Source: an optimization exercise on an open RTL-to-GDS flow (aim: small area and a short achievable clock period). Production flows keep margins and buffers that such runs may drop. At most, simulation tests tie the RTL to the original design; equivalence was not proved. Power and IR drop assume default switching activity.

## max_pool_3x3
module max_pool_3x3 (
    input [31:0] v1,
    input [31:0] v2,
    input [31:0] v3,
    input [31:0] v4,
    input [31:0] v5,
    input [31:0] v6,
    input [31:0] v7,
    input [31:0] v8,
    input [31:0] v9,
    input en,
    input clk,
    output [31:0] selected);
Size: ~1,700 cells after synthesis, about 320 I/O pins, roughly 0.0093 mm² of cells after synthesis.
Settings: LEC_CHECK=0, CAP_MARGIN=20, CORE_MARGIN=2, CORE_UTILIZATION=40, GPL_TIMING_DRIVEN=0, SETUP_SLACK_MARGIN=5, SLEW_MARGIN=20; clock period 12.0 ns.
standard.sh (not shown) runs the stock make flow with config.mk's settings and CLKGATE_MAP_FILE= SYNTH_SCRIPT=/design/flow/synth_recipe.tcl, a recipe that flattens the netlist after the stock synthesis.
==> flow/flow/run.sh <==
#!/bin/bash
# The standard layout, with two changes: ABC maps the logic with flow/map.abc
# (delay-targeted mapping) and every port gets the smallest buffer cell.
set -euo pipefail
here=$(pwd)
export BUFFER_PORTS_ARGS="-buffer_cell sky130_fd_sc_hd__buf_1"
export FLOW_ABC_SCRIPT=$here/flow/map.abc
sed "s|SYNTH_SCRIPT=[^ ]*|SYNTH_SCRIPT=$here/flow/synth.tcl|" standard.sh > flow_standard.sh
bash flow_standard.sh > standard_flow.log 2>&1
==> flow/flow/map.abc <==
strash
dch
map -D 2500
buffer
upsize -D 2500
dnsize -D 2500
==> flow/flow/synth.tcl <==
# The standard synthesis script, with ABC's mapping script replaced by flow/map.abc
proc synth {args} { yosys synth -nofsm -noshare {*}$args }
proc abc {args} {
  set i [lsearch -exact $args -script]
  if { $i >= 0 } { lset args [expr {$i + 1}] $::env(FLOW_ABC_SCRIPT) }
  yosys abc {*}$args
}
source $::env(SCRIPTS_DIR)/synth.tcl
# left out here: clear keep_hierarchy, flatten, clean up, hide names made inside functions, write 1_2_yosys.v
The starting point passed the timing, design-rule and antenna checks.
Then changed:
==> flow/flow/run.sh (replaced) <==
#!/bin/bash
# Standard ORFS layout, with the smallest buffer cell on every port.
set -euo pipefail
export BUFFER_PORTS_ARGS="-buffer_cell sky130_fd_sc_hd__buf_1"
bash standard.sh > standard_flow.log 2>&1
Settings changed: GPL_TIMING_DRIVEN 0 to default.
removed: flow/flow/map.abc
removed: flow/flow/synth.tcl
The new run completed with no timing, DRC or antenna violations; wire length grows by 5.1%; clock-buffer cell count grows by 1; synthesized cell count shrinks by 19%; via count grows by 1.0%; combinational power grows by about 10%; cell area grows by 15%; utilization grows by 6.3 points; total power grows by 8.3%; cell count shrinks by 8.1%; first-iteration DRC count grows by 29%; critical path depth grows by 1.
No functional check of the RTL was part of any run of this note.

max_pool_3x3, a different RTL version from the one above (not shown whole).
For scale: roughly 2,000 cells after synthesis, ~9800 µm² of cells after synthesis.
// max_pool_3x3
module max_pool_3x3 (
    input [31:0] v1,
    input [31:0] v2,
    input [31:0] v3,
    input [31:0] v4,
    input [31:0] v5,
    input [31:0] v6,
    input [31:0] v7,
    input [31:0] v8,
    input [31:0] v9,
    input en,
    input clk,
    output [31:0] selected);
Settings: LEC_CHECK=0, CAP_MARGIN=20, CORE_MARGIN=2, CORE_UTILIZATION=40, SLEW_MARGIN=20; clock period 12.0 ns.
==> flow/flow/run.sh <==
#!/bin/bash
# The standard layout, with these changes: synthesis keeps the comparator
# module apart so that ABC maps it on its own for speed (flow/cmp.abc) and the
# rest with flow/map.abc, before flattening as the standard synthesis does;
# every port gets the smallest buffer cell; timing repair aims 5.5 ns beyond
# the clock period.
set -euo pipefail
here=$(pwd)
export BUFFER_PORTS_ARGS="-buffer_cell sky130_fd_sc_hd__buf_1"
export SETUP_SLACK_MARGIN=6
export SYNTH_KEEP_MODULES=max_c
export FLOW_ABC_SCRIPT=$here/flow/map.abc
export FLOW_ABC_CMP=$here/flow/cmp.abc
sed "s|SYNTH_SCRIPT=[^ ]*|SYNTH_SCRIPT=$here/flow/synth.tcl|" standard.sh > flow_standard.sh
bash flow_standard.sh > standard_flow.log 2>&1
==> flow/flow/cmp.abc <==
strash
dch
map -D 700
buffer
upsize -D 700
dnsize -D 700
==> flow/flow/map.abc <==
strash
dch
map -D 2500
buffer
upsize -D 2500
dnsize -D 2500
==> flow/flow/synth.tcl <==
# The standard synthesis script, except that ABC maps the comparator
# module (kept apart until after mapping) with flow/cmp.abc and the rest of
# the design with flow/map.abc.
proc synth {args} { yosys synth -nofsm -noshare {*}$args }
proc abc {args} {
  set i [lsearch -exact $args -script]
  set a_cmp $args
  lset a_cmp [expr {$i + 1}] $::env(FLOW_ABC_CMP)
  set a_main $args
  lset a_main [expr {$i + 1}] $::env(FLOW_ABC_SCRIPT)
  yosys abc {*}$a_cmp max_c
  yosys abc {*}$a_main $::env(DESIGN_NAME)
}
source $::env(SCRIPTS_DIR)/synth.tcl
# left out here: clear keep_hierarchy, flatten, clean up, hide names made inside functions, write 1_2_yosys.v
Rerun with:
--- a/flow/flow/run.sh
+++ b/flow/flow/run.sh
@@ -8,5 +8,5 @@
 here=$(pwd)
 export BUFFER_PORTS_ARGS="-buffer_cell sky130_fd_sc_hd__buf_1"
-export SETUP_SLACK_MARGIN=6
+export SETUP_SLACK_MARGIN=5.5
 export SYNTH_KEEP_MODULES=max_c
 export FLOW_ABC_SCRIPT=$here/flow/map.abc
Effect:
- The changed run finished clean
- fmax is lower by 6.1%
- core utilization drops by 3.9 points
- power drops by 8.2%
- via count went down by 2.0%
- clock skew is unchanged
- count of clock-buffer cells in the layout does not change
- area after synthesis does not change
- non-clock buffer count goes down by 24
- worst setup slack is worse by 0.38 ns
Function was not checked in any run of this note: the RTL went through the layout flow alone.

Setup of maple:
Another version of the RTL of max_pool_3x3 (not shown whole).
For scale: roughly 1700 cells after synthesis, roughly 320 I/O pins.
clock: 12.0 ns
lec_check: 0
cap_margin: 20
core_margin: 2
core_utilization: 40
cts_buf_list: sky130_fd_sc_hd__clkbuf_8
slew_margin: 20
==> flow/flow/run.sh <==
#!/bin/bash
# The standard layout, with two changes: ABC maps the logic with flow/map.abc
# (delay-targeted mapping) and every port gets the smallest buffer cell.
set -euo pipefail
here=$(pwd)
export BUFFER_PORTS_ARGS="-buffer_cell sky130_fd_sc_hd__buf_1"
export SETUP_SLACK_MARGIN=5.5
export FLOW_ABC_SCRIPT=$here/flow/map.abc
sed "s|SYNTH_SCRIPT=[^ ]*|SYNTH_SCRIPT=$here/flow/synth.tcl|" standard.sh > flow_standard.sh
bash flow_standard.sh > standard_flow.log 2>&1
==> flow/flow/synth.tcl <==
# The standard synthesis script, with ABC's mapping script replaced by flow/map.abc
proc synth {args} { yosys synth -nofsm -noshare {*}$args }
proc abc {args} {
  set i [lsearch -exact $args -script]
  if { $i >= 0 } { lset args [expr {$i + 1}] $::env(FLOW_ABC_SCRIPT) }
  yosys abc {*}$args
}
source $::env(SCRIPTS_DIR)/synth.tcl
# left out here: clear keep_hierarchy, flatten, clean up, hide names made inside functions, write 1_2_yosys.v
Scripts as last shown in full above: flow/flow/map.abc
maple: no failed stages, no open violations at the end
Input-level comparison between lagoon and maple:
Settings: CTS_BUF_LIST no longer set, was sky130_fd_sc_hd__clkbuf_8.
-- flow/flow/run.sh --
<<< maple, line 6
export BUFFER_PORTS_ARGS="-buffer_cell sky130_fd_sc_hd__buf_1"
export SETUP_SLACK_MARGIN=5.5
export FLOW_ABC_SCRIPT=$here/flow/map.abc
>>> lagoon, line 6
export BUFFER_PORTS_ARGS="-buffer_cell sky130_fd_sc_hd__buf_1"
export SETUP_SLACK_MARGIN=6
export FLOW_ABC_SCRIPT=$here/flow/map.abc
==> summary.txt <==
- Of maple and lagoon, the higher overall track demand over capacity in global routing belongs to lagoon.
- On area after synthesis, maple and lagoon are basically level.
- Via count, maple and lagoon, higher one = lagoon.
- In the metrics for maple and lagoon, the one carrying the lower core occupancy in the finished layout is maple.
- lagoon ends up with a post-synthesis to final-layout area growth that is 22 points higher than in maple.
- The start point of the critical path comes out v9[2] in one run and v9[3] in the other, namely in lagoon and maple respectively.
The following lists how nickel was set up differently from lagoon:
Settings: SETUP_SLACK_MARGIN newly set to 5.
-- flow/flow/run.sh --
<<< lagoon, line 6
export BUFFER_PORTS_ARGS="-buffer_cell sky130_fd_sc_hd__buf_1"
export SETUP_SLACK_MARGIN=6
export FLOW_ABC_SCRIPT=$here/flow/map.abc
>>> nickel, line 6
export BUFFER_PORTS_ARGS="-buffer_cell sky130_fd_sc_hd__buf_1"
export FLOW_ABC_SCRIPT=$here/flow/map.abc
Per the final summary, nickel finished and its layout is clean on timing, DRC and antenna. lagoon has lower register share of the cell area than nickel. The sum of buffers and inverters on the critical path reported for nickel is smaller than that of lagoon by 2. Compared with lagoon, in nickel area fraction of clock buffers and clock inverters increased by 0.24 points relative to the old numbers; first-pass GRT wire length decreased by 4.4 mm relative to the old numbers; clock network latency to the later pin of the worst-skew pair closely matched the old numbers; area taken by multi-input logic gates decreased by 14% relative to the old numbers. nickel vs. lagoon: detailed-route wire length went down by 15%. lagoon → nickel: multi-input gate share of the layout cell area +3.3 points, number of global-route vias before repair now smaller, power in combinational cells went down by about 27%.

== job 2512 ==
The RTL this note starts from:
==> flow/design.v <==
module max_c #(parameter L = 5, parameter W = 1 << L) (
    input  [W-1:0] a,
    input  [W-1:0] b,
    output         gt);
    wire [2*W-2:0] g;
    wire [2*W-2:0] p;
    assign g[W-1:0] = a & ~b;
    assign p[W-1:0] = a | ~b;
    genvar l, i;
    generate
        for (l = 0; l < L; l = l + 1) begin : lvl
            localparam N   = W >> l;               
            localparam IN  = 2*W - 2*N;            
            localparam OUT = 2*W - N;              
            for (i = 0; i < N/2; i = i + 1) begin : node
                assign g[OUT+i] = g[IN+2*i+1] | (p[IN+2*i+1] & g[IN+2*i]);
                assign p[OUT+i] = p[IN+2*i+1] & p[IN+2*i];
            end
        end
    endgenerate
    assign gt = g[2*W-2];
endmodule
module max_relu (
    input  [31:0] a,
    input  [31:0] b,
    input  [31:0] c,
    output        sa,
    output        sb,
    output        sc);
    wire lab, lac, lbc;
    max_c #(5) cab ({1'b0, a[30:0]}, {1'b0, b[30:0]}, lab);
    max_c #(5) cac ({1'b0, a[30:0]}, {1'b0, c[30:0]}, lac);
    max_c #(5) cbc ({1'b0, b[30:0]}, {1'b0, c[30:0]}, lbc);
    wire ab = ~a[31] & (b[31] | lab);
    wire ac = ~a[31] & (c[31] | lac);
    wire bc = ~b[31] & (c[31] | lbc);
    assign sa = ab & ac;
    assign sb = ~ab & bc & ~b[31];
    assign sc = ~ac & ~bc & ~c[31];
endmodule
module max_pool_3x3 (
    input [31:0] v1,
    input [31:0] v2,
    input [31:0] v3,
    input [31:0] v4,
    input [31:0] v5,
    input [31:0] v6,
    input [31:0] v7,
    input [31:0] v8,
    input [31:0] v9,
    input en,
    input clk,
    output [31:0] selected);
    wire s1, s2, s3, s4, s5, s6, s7, s8, s9;
    max_relu g0 (v1, v2, v3, s1, s2, s3);
    max_relu g1 (v4, v5, v6, s4, s5, s6);
    max_relu g2 (v7, v8, v9, s7, s8, s9);
    wire [30:0] m0 = ({31{s1}} & v1[30:0]) | ({31{s2}} & v2[30:0]) | ({31{s3}} & v3[30:0]);
    wire [30:0] m1 = ({31{s4}} & v4[30:0]) | ({31{s5}} & v5[30:0]) | ({31{s6}} & v6[30:0]);
    wire [30:0] m2 = ({31{s7}} & v7[30:0]) | ({31{s8}} & v8[30:0]) | ({31{s9}} & v9[30:0]);
    wire t0, t1, t2;
    max_relu gf ({1'b0, m0}, {1'b0, m1}, {1'b0, m2}, t0, t1, t2);
    reg [30:0] q;
    wire [30:0] d = ({31{t0 & en}} & m0) | ({31{t1 & en}} & m1) | ({31{t2 & en}} & m2)
                  | ({31{~en}} & q);
    always @(posedge clk)
        q <= d;
    assign selected = {1'b0, q};
endmodule
==> flow/config.mk <==
export PLATFORM = sky130hd
export DESIGN_NAME = max_pool_3x3
export DESIGN_NICKNAME = max_pool_3x3
export VERILOG_FILES = /design/flow/design.v
export SDC_FILE = /design/flow/constraint.sdc
export NUM_CORES = 4
export LEC_CHECK = 0
export CAP_MARGIN = 20
export CORE_MARGIN = 2
export CORE_UTILIZATION = 40
export CTS_BUF_LIST = sky130_fd_sc_hd__clkbuf_4
export SLEW_MARGIN = 20
==> flow/constraint.sdc <==
create_clock -name core_clock -period 12.0 [get_ports {clk}]
set_input_delay 2.4000 -clock core_clock [delete_from_list [all_inputs] [get_ports {clk}]]
set_output_delay 2.4000 -clock core_clock [all_outputs]
set_load 0.01 [all_outputs]
==> flow/flow/run.sh <==
#!/bin/bash
# The standard layout, with two changes: ABC maps the logic with flow/map.abc
# (delay-targeted mapping) and every port gets the smallest buffer cell.
set -euo pipefail
here=$(pwd)
export BUFFER_PORTS_ARGS="-buffer_cell sky130_fd_sc_hd__buf_1"
export SETUP_SLACK_MARGIN=5.5
export FLOW_ABC_SCRIPT=$here/flow/map.abc
sed "s|SYNTH_SCRIPT=[^ ]*|SYNTH_SCRIPT=$here/flow/synth.tcl|" standard.sh > flow_standard.sh
bash flow_standard.sh > standard_flow.log 2>&1
Scripts as last shown in full above: flow/flow/map.abc, flow/flow/synth.tcl
Having completed the whole flow, job 2512 delivered a layout that passed the timing, design-rule and antenna checks.
Relative to job 2512, the following input files were edited for job 1519:
diff --git a/flow/flow/run.sh b/flow/flow/run.sh
--- a/flow/flow/run.sh
+++ b/flow/flow/run.sh
@@ -5,5 +5,5 @@
 here=$(pwd)
 export BUFFER_PORTS_ARGS="-buffer_cell sky130_fd_sc_hd__buf_1"
-export SETUP_SLACK_MARGIN=5.5
+export SETUP_SLACK_MARGIN=5.25
 export FLOW_ABC_SCRIPT=$here/flow/map.abc
 sed "s|SYNTH_SCRIPT=[^ ]*|SYNTH_SCRIPT=$here/flow/synth.tcl|" standard.sh > flow_standard.sh
diff --git a/flow/config.mk b/flow/config.mk
--- a/flow/config.mk
+++ b/flow/config.mk
@@ -9,4 +9,3 @@
 export CORE_MARGIN = 2
 export CORE_UTILIZATION = 40
-export CTS_BUF_LIST = sky130_fd_sc_hd__clkbuf_4
 export SLEW_MARGIN = 20
==> comparison <==
Job 1519 ended with every stage complete and zero timing, DRC or antenna violations. Of job 1519 and job 2512, the run reporting the higher total power after layout was job 1519. Diff job 2512 -> job 1519: area added between synthesis and finish decreased 0.64 points, number of port buffers essentially unchanged, wire length now sits lower.
Input-level comparison between job 9547 and job 1519:
diff --git a/flow/flow/run.sh b/flow/flow/run.sh
--- a/flow/flow/run.sh
+++ b/flow/flow/run.sh
@@ -5,5 +5,4 @@
 here=$(pwd)
 export BUFFER_PORTS_ARGS="-buffer_cell sky130_fd_sc_hd__buf_1"
-export SETUP_SLACK_MARGIN=5.25
 export FLOW_ABC_SCRIPT=$here/flow/map.abc
 sed "s|SYNTH_SCRIPT=[^ ]*|SYNTH_SCRIPT=$here/flow/synth.tcl|" standard.sh > flow_standard.sh
diff --git a/flow/config.mk b/flow/config.mk
--- a/flow/config.mk
+++ b/flow/config.mk
@@ -9,3 +9,4 @@
 export CORE_MARGIN = 2
 export CORE_UTILIZATION = 40
+export SETUP_SLACK_MARGIN = 4
 export SLEW_MARGIN = 20
==> comparison <==
- Comparing job 1519 and job 9547, the higher via count is on job 1519.
- Delta (job 9547 minus job 1519): count of placed standard cells including taps now sits at about the same level; flip-flop and latch count now sits at about the same level.
The inputs of job 9861 differ from those of job 9547 as listed below.
diff --git a/flow/flow/run.sh b/flow/flow/run.sh
--- a/flow/flow/run.sh
+++ b/flow/flow/run.sh
@@ -5,5 +5,6 @@
 here=$(pwd)
 export BUFFER_PORTS_ARGS="-buffer_cell sky130_fd_sc_hd__buf_1"
+export SETUP_SLACK_MARGIN=5.5
 export FLOW_ABC_SCRIPT=$here/flow/map.abc
-sed "s|SYNTH_SCRIPT=[^ ]*|SYNTH_SCRIPT=$here/flow/synth.tcl|" standard.sh > flow_standard.sh
+sed -e "s|SYNTH_SCRIPT=[^ ]*|SYNTH_SCRIPT=$here/flow/synth.tcl|" -e "s|CLKGATE_MAP_FILE= |CLKGATE_MAP_FILE= ABC_LOAD_IN_FF=12 |" standard.sh > flow_standard.sh
 bash flow_standard.sh > standard_flow.log 2>&1
diff --git a/flow/config.mk b/flow/config.mk
--- a/flow/config.mk
+++ b/flow/config.mk
@@ -9,4 +9,3 @@
 export CORE_MARGIN = 2
 export CORE_UTILIZATION = 40
-export SETUP_SLACK_MARGIN = 4
 export SLEW_MARGIN = 20
--- outcome ---
Fill cell instance count of the final layout, job 9861 vs job 9547: up slightly. Count of placed standard cells in the final layout, fillers left out in job 9861 vs job 9547: up about 1.9%. Summary of the comparison: met1 track demand over resource is lower in job 9861, relative to job 9547. For the sequential fraction of total cell area, job 9861 came in 0.44 points lower than job 9547 did. In the flow results for job 9861 and job 9547, the relative area of clock buffers and inverters in the final design is larger on job 9547. Taking job 9547 as the reference, in job 9861 sequential power neither gained nor lost much; width of the die picked up an extra about 1.2%; fraction of power consumed by the clock network lost 2.2 points; worst setup slack picked up an extra 1.05 ns.

-- what the ideal ports hide --
The flow's constraints put no driver on any port. The routed layouts listed below were extracted and timed again, unchanged, in two steps. Step 1 sets driving cells, clkbuf_16 on the clock port and buf_2 on the other inputs (assumed; they add their load-dependent delay and slew). Step 2 also shifts input and output timing later by t, the mid clock arrival at the registers, as if the neighbouring blocks saw the same clock. a / b / c = ideal ports / drivers / drivers and shift; a / b = the first two.
run	t, ns	setup slack, ns	worst setup path at the end
the first run of note 1	0.320	5.170 / 5.179 / 4.859	input to register
the second run of note 1	0.324	4.897 / 4.912 / 4.588	input to register
the first run of note 2	0.314	6.229 / 6.244 / 5.930	input to register
the second run of note 2	0.315	5.852 / 5.868 / 5.553	input to register
maple	0.330	5.690 / 5.675 / 5.345	input to register
lagoon	0.336	5.883 / 5.904 / 5.569	input to register
nickel	0.322	5.308 / 5.318 / 4.997	input to register
job 2512	0.381	5.686 / 5.696 / 5.315	input to register
job 1519	0.321	5.561 / 5.576 / 5.256	input to register
job 9547	0.320	4.612 / 4.633 / 4.313	input to register
job 9861	0.323	5.661 / 5.678 / 5.355	input to register
After both steps setup and hold are still met in every run listed. The setup slack of job 2512, which loses most, moves by +0.010 ns with the drivers and by -0.371 ns with both steps.
